This design comes from an exercise in tuning for small area on the open sky130 flow, not from production work. Only simulation tests tie the RTL to the original design; equivalence was not proved. Power figures rest on the tool's default switching activity, not on a simulated workload.

Design vga_top, start of the top module:
module vga_top(
	input ClkPort,  
	input BtnC,     
	input BtnU,
	input BtnR,
	input BtnL,
	input BtnD,
	output hSync, vSync,
	output [3:0] vgaR, vgaG, vgaB,
	output An0, An1, An2, An3, An4, An5, An6, An7,
	output Ca, Cb, Cc, Cd, Ce, Cf, Cg, Dp,
	output MemOE, MemWR, RamCS, QuadSpiFlashCS
	);
	wire Reset = BtnC;
	wire bright;
	wire [9:0] hc, vc;
	wire [15:0] score;
	wire health0;
	wire [11:0] rgb;
	reg [6:0] DIV_HI;
	wire div_lo_end = &hc[4:0];
	always @ (posedge ClkPort)
	begin : CLOCK_DIVIDER
		if (Reset)
			DIV_HI <= 0;
		else
			DIV_HI <= DIV_HI + {6'd0, div_lo_end};
	end
	wire [11:0] DIV_CLK = {DIV_HI, hc[4:0]};
	wire move_tick = (DIV_HI == 7'h3F) && div_lo_end;    
	display_controller dc(.clk(ClkPort), .rst(Reset), .hSync(hSync), .vSync(vSync), .bright(bright), .hCount(hc), .vCount(vc));
	block_controller sc(.clk(ClkPort), .tick(move_tick), .bright(bright), .rst(Reset), .up(BtnU), .down(BtnD), .left(BtnL), .right(BtnR),
  ...
Settings: LEC_CHECK=0, CAP_MARGIN=20, CORE_MARGIN=2, CORE_UTILIZATION=65, CTS_BUF_LIST=sky130_fd_sc_hd__clkbuf_8, PLACE_DENSITY=0.75, SLEW_MARGIN=20; clock period 12.0 ns.
standard.sh (not shown) runs the stock make flow with config.mk's settings and CLKGATE_MAP_FILE= SYNTH_SCRIPT=/design/flow/synth_recipe.tcl, a recipe that flattens the netlist after the stock synthesis.
==> flow/flow/run.sh <==
#!/bin/bash
# Own layout flow:
#  1. the standard synthesis (standard.sh, up to 1_2_yosys.v);
#  2. the combinational logic between the registers re-mapped for area by
#     ABC (flow/resynth.tcl); every register instance, its name and its cell
#     are kept exactly as the standard synthesis made them;
#  3. the standard layout steps from that netlist on (standard.sh finish),
#     with the ports buffered by buf_1 cells.
# Each tool writes its full output to a log file of its own in this folder.
set -euo pipefail
W=$(pwd)
R=$W/orfs/results/$FLOW_PLATFORM/vga_top/base

bash standard.sh "$R/1_2_yosys.v" > 1_synth_standard.log 2>&1
cp "$R/1_2_yosys.v" "$W/1_2_yosys_standard.v"

RS_IN="$W/1_2_yosys_standard.v" RS_OUT="$W/1_2_yosys_resynth.v" \
  yosys -c flow/resynth.tcl > 1_resynth_yosys.log 2>&1
cp "$W/1_2_yosys_resynth.v" "$R/1_2_yosys.v"
touch "$R/1_2_yosys.v"

# every port still gets its own buffer, but the smallest one (buf_1) rather
# than the delay buffer the resizer picks by default
bash standard.sh finish "BUFFER_PORTS_ARGS=-buffer_cell sky130_fd_sc_hd__buf_1" > 2_layout_standard.log 2>&1
test -f out/final.def
Other scripts of this flow, unchanged in this note and not shown: flow/flow/resynth.tcl
The first run finished with timing, DRC and antenna clean.
Then changed:
--- a/flow/flow/run.sh
+++ b/flow/flow/run.sh
@@ -7,2 +7 @@
-#  3. the standard layout steps from that netlist on (standard.sh finish),
-#     with the ports buffered by buf_1 cells.
+#  3. the standard layout steps from that netlist on (standard.sh finish).
@@ -22,3 +21 @@
-# every port still gets its own buffer, but the smallest one (buf_1) rather
-# than the delay buffer the resizer picks by default
-bash standard.sh finish "BUFFER_PORTS_ARGS=-buffer_cell sky130_fd_sc_hd__buf_1" > 2_layout_standard.log 2>&1
+bash standard.sh finish > 2_layout_standard.log 2>&1
CORE_UTILIZATION = 70   (was 65)
CTS_BUF_LIST = unset   (was sky130_fd_sc_hd__clkbuf_8)
PLACE_DENSITY = 0.8   (was 0.75)
=>
- sequential share of layout area went down by 0.94 points
- worst hold slack is worse by 5.0 ps
- maximum frequency went down by 4.1%
- combinational power went up by about 3%
- total power went up by 13%
- register-to-register slack is worse by 20 ps
Then changed:
--- a/flow/flow/run.sh
+++ b/flow/flow/run.sh
@@ -7 +7,3 @@
-#  3. the standard layout steps from that netlist on (standard.sh finish).
+#  3. the standard layout steps from that netlist on (standard.sh finish),
+#     with the ports buffered by buf_1 cells and a clock tree without
+#     dummy loads.
@@ -21 +23,8 @@
-bash standard.sh finish > 2_layout_standard.log 2>&1
+# Every port still gets its own buffer, but the smallest one (buf_1) rather
+# than the delay buffer the resizer picks by default. The clock tree is built
+# from clkbuf_8 cells and without the dummy loads CTS adds to even out the
+# load of its leaf nets.
+bash standard.sh finish \
+  "BUFFER_PORTS_ARGS=-buffer_cell sky130_fd_sc_hd__buf_1" \
+  "CTS_ARGS=-sink_clustering_enable -repair_clock_nets -dont_use_dummy_load -buf_list sky130_fd_sc_hd__clkbuf_8" \
+  > 2_layout_standard.log 2>&1
CORE_UTILIZATION = 55   (was 70)
CTS_BUF_LIST = sky130_fd_sc_hd__clkbuf_8   (was unset)
PLACE_DENSITY = unset   (was 0.8)
Effect:
- The changed run produced a clean layout
- non-clock buffer count is higher by 1
- power is lower by 23%
- worst setup slack improves by 280 ps
- routed wire length is higher by 1.1%
Then changed:
--- a/flow/flow/run.sh
+++ b/flow/flow/run.sh
@@ -8,2 +8 @@
-#     with the ports buffered by buf_1 cells and a clock tree without
-#     dummy loads.
+#     with the ports buffered by buf_1 cells.
@@ -23,8 +22,3 @@
-# Every port still gets its own buffer, but the smallest one (buf_1) rather
-# than the delay buffer the resizer picks by default. The clock tree is built
-# from clkbuf_8 cells and without the dummy loads CTS adds to even out the
-# load of its leaf nets.
-bash standard.sh finish \
-  "BUFFER_PORTS_ARGS=-buffer_cell sky130_fd_sc_hd__buf_1" \
-  "CTS_ARGS=-sink_clustering_enable -repair_clock_nets -dont_use_dummy_load -buf_list sky130_fd_sc_hd__clkbuf_8" \
-  > 2_layout_standard.log 2>&1
+# every port still gets its own buffer, but the smallest one (buf_1) rather
+# than the delay buffer the resizer picks by default
+bash standard.sh finish "BUFFER_PORTS_ARGS=-buffer_cell sky130_fd_sc_hd__buf_1" > 2_layout_standard.log 2>&1
CORE_UTILIZATION = 50   (was 55)
CTS_BUF_LIST = sky130_fd_sc_hd__clkbuf_8 sky130_fd_sc_hd__clkbuf_16   (was sky130_fd_sc_hd__clkbuf_8)
CTS_CLUSTER_DIAMETER = 100   (was unset)
CTS_CLUSTER_SIZE = 30   (was unset)
What happened:
- die area rises by 11%
- area after synthesis climbs by 1.2%
- non-clock buffer count drops by 1
- final cell count grows by 3.6%
- count of clock-buffer cells in the layout rose by 4
- hold slack barely changes
- setup slack gets better by 28 ps

==> port drivers added, routing unchanged <==
How much do the figures lean on ideal ports? The routed layouts below were timed once more, with nothing changed but the port constraints. Step 1 (the two cells are an assumption about what drives the block):
set clk [get_ports {ClkPort}]
set_driving_cell -lib_cell sky130_fd_sc_hd__clkbuf_16 $clk
set_driving_cell -lib_cell sky130_fd_sc_hd__buf_2 [delete_from_list [all_inputs] $clk]
Step 2, shift: input delay + t, output delay - t, t = (earliest + latest rising clock arrival at the registers) / 2. This alone moves slack from input paths to output paths. Three values: ideal ports, drivers, drivers and shift; two values: the first two.
run	shift t [ns]	setup slack, ns	worst setup path at the end	slew at the worst register clock pin (ns)	worst data-port slew with drivers (ns)
the first run	0.517	3.964 / 3.926 / 4.443	register to output	0.09 / 0.09	0.03
the second run	0.465	3.620 / 3.574 / 4.039	register to output	0.06 / 0.06	0.03
the third run	0.494	3.900 / 3.858 / 4.352	register to output	0.08 / 0.08	0.04
the fourth run	0.469	3.928 / 3.880 / 4.349	register to output	0.06 / 0.06	0.03
After both steps every run listed still meets setup and hold.
